This design comes from an exercise in tuning for small area and a short achievable clock period on the open sky130 flow, not from production work. Function was checked by simulation only, so behaviour that the tests miss may differ from the original.

<file path="flow/constraint.sdc">
create_clock -name core_clock -period 14.5 [get_ports {s00_axis_aclk}]
set_input_delay 2.9000 -clock core_clock [delete_from_list [all_inputs] [get_ports {s00_axis_aclk}]]
set_output_delay 2.9000 -clock core_clock [all_outputs]
set_load 0.01 [all_outputs]
</file>
<file path="flow/config.mk">
export PLATFORM = sky130hd
export DESIGN_NAME = costas
export DESIGN_NICKNAME = costas
export VERILOG_FILES = /design/flow/design.v
export SDC_FILE = /design/flow/constraint.sdc
export NUM_CORES = 4
export LEC_CHECK = 0
export CAP_MARGIN = 20
export CORE_MARGIN = 2
export CORE_UTILIZATION = 40
export SLEW_MARGIN = 20
</file>
<file path="flow/design.v">
`timescale 1ns/1ps
module costas #
    (
        parameter integer C_S00_AXIS_TDATA_WIDTH    = 32,
        parameter integer C_M00_AXIS_TDATA_WIDTH    = 32
    )
    (
        input  wire                          s00_axis_aclk,
        input  wire                          s00_axis_aresetn,
        input  wire                          s00_axis_tlast,
        input  wire                          s00_axis_tvalid,
        input  wire [C_S00_AXIS_TDATA_WIDTH-1 : 0] s00_axis_tdata,
        input  wire [(C_S00_AXIS_TDATA_WIDTH/8)-1: 0] s00_axis_tstrb,
        output reg                           s00_axis_tready,
        input  wire                          m00_axis_aclk,
        input  wire                          m00_axis_aresetn,
        input  wire                          m00_axis_tready,
        output reg                           m00_axis_tvalid,
        output reg                           m00_axis_tlast,
        output reg [C_M00_AXIS_TDATA_WIDTH-1 : 0] m00_axis_tdata,
        output reg [(C_M00_AXIS_TDATA_WIDTH/8)-1: 0] m00_axis_tstrb
    );
    localparam integer STAGES = 16;
    function automatic logic signed [15:0] CORDIC_ANGLES(input integer idx);
        case (idx)
            0: CORDIC_ANGLES = 16'd8192;
            1: CORDIC_ANGLES = 16'd4836;
            2: CORDIC_ANGLES = 16'd2555;
            3: CORDIC_ANGLES = 16'd1297;
            4: CORDIC_ANGLES = 16'd651;
            5: CORDIC_ANGLES = 16'd326;
            6: CORDIC_ANGLES = 16'd163;
            7: CORDIC_ANGLES = 16'd81;
            8: CORDIC_ANGLES = 16'd41;
            9: CORDIC_ANGLES = 16'd20;
            10: CORDIC_ANGLES = 16'd10;
            11: CORDIC_ANGLES = 16'd5;
            12: CORDIC_ANGLES = 16'd3;
            13: CORDIC_ANGLES = 16'd1;
            14: CORDIC_ANGLES = 16'd1;
            default: CORDIC_ANGLES = 16'd0;
        endcase
    endfunction
    logic signed [31:0] freq;
    logic signed [31:0] error;
    logic signed [31:0] beta_error;
    logic signed [15:0] phase;
    logic signed [31:0] new_freq;
    logic signed [15:0] new_phase;
    logic signed [15:0] phase_inc;
    logic signed [31:0] unscaled_new_phase;
    logic signed [31:0] px [0:STAGES];
    logic signed [31:0] py [0:STAGES];
    logic signed [15:0] pz [0:STAGES];
    logic pvalid [0:STAGES];
    logic plast  [0:STAGES];
    logic [3:0] pstrb  [0:STAGES];
    logic signed [15:0] x0;
    logic signed [15:0] y0;
    assign x0 = s00_axis_tdata[15:0];
    assign y0 = s00_axis_tdata[31:16];
    always @(posedge s00_axis_aclk) begin
        if (!s00_axis_aresetn) begin
            for (integer i=0; i <= STAGES; i=i+1) begin
                px[i] <= 0;
                py[i] <= 0;
                pz[i] <= 0;
                pvalid[i] <= 0;
                plast[i] <= 0;
                pstrb[i] <= 0;
            end
            phase <= 0;
            freq <= 0;
        end else begin
            if (s00_axis_tvalid && s00_axis_tready) begin
                if ($signed(-phase) > $signed(16384) || $signed(-phase) < $signed(-16384)) begin
                    px[0] <= $signed(-x0 * $signed(39796));
                    py[0] <= $signed(-y0 * $signed(39796));
                    pz[0] <= -phase + 32768;
                end else begin
                    px[0] <= $signed(x0 * $signed(39796));
                    py[0] <= $signed(y0 * $signed(39796));
                    pz[0] <= -phase;
                end
                pvalid[0] <= 1;
                plast[0]  <= s00_axis_tlast;
                pstrb[0]  <= s00_axis_tstrb;
            end else begin
                pvalid[0] <= 0;
                plast[0]  <= 0;
                pstrb[0]  <= 0;
            end
            for (integer i = 0; i < STAGES; i = i + 1) begin
                if (pz[i] > 0) begin
                    px[i+1] <= $signed(px[i] - $signed(py[i] >>> i));
                    py[i+1] <= $signed(py[i] + $signed(px[i] >>> i));
                    pz[i+1] <= $signed($signed(pz[i]) - $signed(CORDIC_ANGLES(i)));
                end else begin
                    px[i+1] <= $signed(px[i] + $signed(py[i] >>> i));
                    py[i+1] <= $signed(py[i] - $signed(px[i] >>> i));
                    pz[i+1] <= $signed($signed(pz[i]) + $signed(CORDIC_ANGLES(i)));
                end
                pvalid[i+1] <= pvalid[i];
                plast[i+1] <= plast[i];
                pstrb[i+1] <= pstrb[i];
            end
            if(pvalid[STAGES]) begin
                freq <= new_freq;
                phase <= new_phase;
            end
        end
    end
    logic signed [31:0] final_x;
    logic signed [31:0] final_y;
    always_comb begin
        s00_axis_tready = m00_axis_tready;
        final_x = px[STAGES] >>> 16;
        final_y = py[STAGES] >>> 16;
        error = final_x * final_y;
        beta_error = ((error * 20) >>> 10);
        new_freq = (freq + beta_error);
        unscaled_new_phase = new_freq + (error >>> 1);
        phase_inc = ($signed({{6{unscaled_new_phase[31]}}, unscaled_new_phase}) * 11) >>> 10;
        new_phase = phase + phase_inc[15:0];
        m00_axis_tdata = {final_y[15:0], final_x[15:0]};
        m00_axis_tvalid = pvalid[STAGES];
        m00_axis_tstrb = pstrb[STAGES];
        m00_axis_tlast = plast[STAGES];
    end
endmodule
</file>
<file path="flow/run.sh">
#!/bin/bash
# synth_recipe.tcl (not shown) runs the flow's synth.tcl, then flattens the netlist and writes it again
# the make line also repeats each setting of config.mk as NAME=value (left out here)
make -C /OpenROAD-flow-scripts/flow DESIGN_CONFIG=/design/flow/config.mk WORK_HOME=/design/flow/orfs CLKGATE_MAP_FILE= SYNTH_SCRIPT=/design/flow/synth_recipe.tcl finish
</file>
==> results.txt <==
==> cells by family after synthesis <==
kind of cell | synth area share (%)
simple gates | 17.1
compound gates | 15.5
fa+ha+maj | 28.6
buf+inv | 5.76
xor+xnor | 11.3
flops | 20.4
mux | 1.23
==> timing repair <==
item / in CTS / in global routing
setup buffers: 0 / 15
endpoints found under the setup margin: 0 / 4
hold buffers: 0 / 0
resized for setup: 0 / 71
endpoints found under the hold margin: 0 / 0
==> through the flow <==
stage | util [%] | hold WS [ns] | setup TNS, ns | std cells
finish | 43.9 | 0.420 | 0 | 21900
global route | 43.9 | 0.436 | -0.0374 | 21900
CTS | 43.8 | 0.426 | 0 | 21900
detailed placement | 42.1 | 0.417 | 0 | 21500
global placement | 42.1 | 0.413 | 0 | 21500
floorplan | - | 0.412 | 0 | 16900
==> layout make-up <==
type	instances	area, µm²	share of cell area (%)
Multi-Input combinational cell	13300	105000	67.7
Tap cell	4730	5920	3.82
Timing Repair Buffer	277	2320	1.50
Clock inverter	91	1260	0.812
Sequential cell	1444	28900	18.7
Antenna cell	4	10.0	0.00646
Clock buffer	233	4980	3.22
Inverter	1755	6600	4.26
==> layout by cell type, fill, tap and decap left out, types with 36 or more instances in the layout <==
| master | synthesis | final |
|---|---|---|
| o31ai_1 | 143 | 142 |
| mux2_2 | 44 | 44 |
| nor4_1 | 147 | 147 |
| nand2_1 | 1035 | 1034 |
| a21o_1 | 362 | 362 |
| o21a_1 | 120 | 120 |
| inv_1 | 1748 | 1748 |
| nand3_1 | 260 | 260 |
| fa_1 | 811 | 808 |
| clkdlybuf4s50_1 | 0 | 76 |
| xor2_1 | 808 | 804 |
| nand4_1 | 47 | 47 |
| and3_1 | 128 | 127 |
| or3_1 | 168 | 168 |
| xnor2_1 | 1017 | 1014 |
| or2_2 | 65 | 64 |
| o41ai_1 | 43 | 42 |
| a211oi_1 | 192 | 189 |
| ha_1 | 1942 | 1938 |
| nor3_1 | 385 | 383 |
| o211ai_1 | 36 | 36 |
| buf_4 | 4 | 192 |
| a21oi_1 | 1307 | 1296 |
| nand2b_1 | 258 | 258 |
| clkbuf_16 | 0 | 181 |
| o21ai_0 | 651 | 644 |
| dfxtp_1 | 1444 | 1435 |
| and2_1 | 432 | 431 |
| a31oi_1 | 57 | 57 |
| a21boi_0 | 66 | 60 |
| a2111oi_0 | 38 | 38 |
| nor2_1 | 1815 | 1811 |
| mux2i_1 | 123 | 123 |
| o21bai_1 | 192 | 192 |
| nor3b_1 | 67 | 67 |
| nor2b_1 | 169 | 156 |
==> worst max-delay path: cells and delay by family, from the launching register on <==
kind	cells	cell delay [ns]
flops	1	0.33
xor+xnor	7	1.26
simple gates	16	2.49
fa+ha+maj	15	5.57
buf+inv	10	0.81
mux	1	0.15
compound gates	17	3.13
==> metal layers <==
| layer | routed length, µm | track usage [%] |
|---|---|---|
| met3 | 13500 | 2.11 |
| met5 | 0 | 0 |
| met1 | 171000 | 27.0 |
| met4 | 7760 | 4.26 |
| met2 | 170000 | 33.9 |
==> sequential cells by signal, indices dropped and copies added (netlist names) <==
register,flops
py,523
pz,256
freq,26
px,521
pstrb,68
plast,17
pvalid,17
phase,16
==> path summary, 6_finish.rpt <==
kind	from	slack (ns)	endpoint
max	py[16][20]$_SDFF_PN0_	0.65	phase[15]$_SDFFE_PN0P_
min	pstrb[14][3]$_SDFF_PN0_	0.42	pstrb[15][3]$_SDFF_PN0_
max reg2reg	py[16][20]$_SDFF_PN0_	0.65	phase[15]$_SDFFE_PN0P_
min reg2reg	pstrb[14][3]$_SDFF_PN0_	0.42	pstrb[15][3]$_SDFF_PN0_
==> out/results.txt <==
Final setup fails: 0
Core area: 0.352 mm²
Worst Reg-to-Reg Cells: 66
Mapped Cells: 16.9k
Synth Register Bits: 1,444
Top-area cell type share of the netlist area: 20.4%
Clock sinks: 1,444
Row cnt: 218
Final setup margin: 0.649 ns
Final Max Slew Viols: 0
Post-place setup slack: 0.157 ns
Clk Latency, worst-skew pair: 0.88 ns
Worst setup SP type: flop
Clock Skew: 0.0539 ns
Largest net degree at the start of global routing: 185
Status: timing/DRC/antenna clean
Area Growth Syn to Fin: 9.39%
Setup CP Type: flop to flop
Die Y-Extent: 599 µm
Relative slew slack: 24.7%
Post-synth top flop: dfxtp_1
Final WL: 362,000 µm
WL/cell: 16.6 µm
Die footprint: 0.359 mm²
Post-synth EDFFs: 0
Distinct cell type count after synthesis: 106
Average cell area after synthesis: 8.36 µm²
# fillers: 35.5k
Maximum fanout along the worst path: 5
CTS root buffer: clkbuf_16
Worst EP required: 15.24 ns
First-pass GRT wire length: 588,000 µm
H-tree levels: 4
Share of flip-flops with an asynchronous set or reset: 0%
Yosys top cell by area: dfxtp_1
GRT Util Overall: 19.9%
Synth top area cells: dfxtp_1, ha_1, fa_1
Num CTS Buffers: 178
Max cap viols: 0
Critical Path Slowest Stage Cell: fa_1
Initial DRT Pass Iterations: 6
Syn nets: 19.7k
Count leader, synth: ha_1
Tcrit/Tclk final: 95.5%
Slew @ Worst Pin: 1.12 ns
IO Count: 82
Crit end category: flop
Fmax: 72.2 MHz
Via Count: 114k
Antenna violations before repair: 5
Fin. Hold Viols: 0
Placed Area: 0.148 mm²
DRT antenna net count: 0
Fraction of layout cells with a size suffix above 1: 4.48%
Post-synth top cells: ha_1, nor2_1, inv_1
Initial Util: 40.2%
Hold path depth: 1
Final instance area: 0.155 mm²
Post-synthesis sequential area ratio: 20.4%
CTS tree: yes
GPL Wtd Cong: 0.901
Synth warn: 7
CTS clk-pin slew, worst paths: 0.06 ns
Worst min path class: flop to flop
Die width: 599 µm
Post-layout net count: 19.8k
Vias in the first global route: 110k
Period minus WS final: 13.85 ns
Crit path DAT: 14.59 ns
Total global routing overflow: 0
# port buffers: 79
CTS Buffer Depth: 4
Routed vias/inst: 5.21
CP max stage delay: 0.55 ns
Final HPWL DP: 293,000 µm
Drt first-iter violations: 6,166
Residual DRC: 0
Synth Cell Area: 0.142 mm²

## separate check: timing with driven ports
The flow's constraints put no driver on any port. The routed layout listed below was extracted and timed again, unchanged, in two steps. Step 1 sets driving cells, clkbuf_16 on the clock port and buf_2 on the other inputs (assumed; they add their load-dependent delay and slew). Step 2 moves the port delays by t, midway between the first and last clock arrival at a register: inputs arrive t later, outputs are due t later. That takes back most of the time a late clock gives input paths. a / b / c = ideal / step 1 / step 2; a / b = the first two.
t, ns: 0.953
slack for setup (ns): 0.649 / 0.649 / 0.649
worst setup path after step 2: register to register
worst slew at a driven data input, ns: 0.06
cell pins on the clock port's net: 1
After both steps this run still meets setup and hold. The setup slack of this run moves by 0.000 ns with the drivers and by 0.000 ns with both steps.
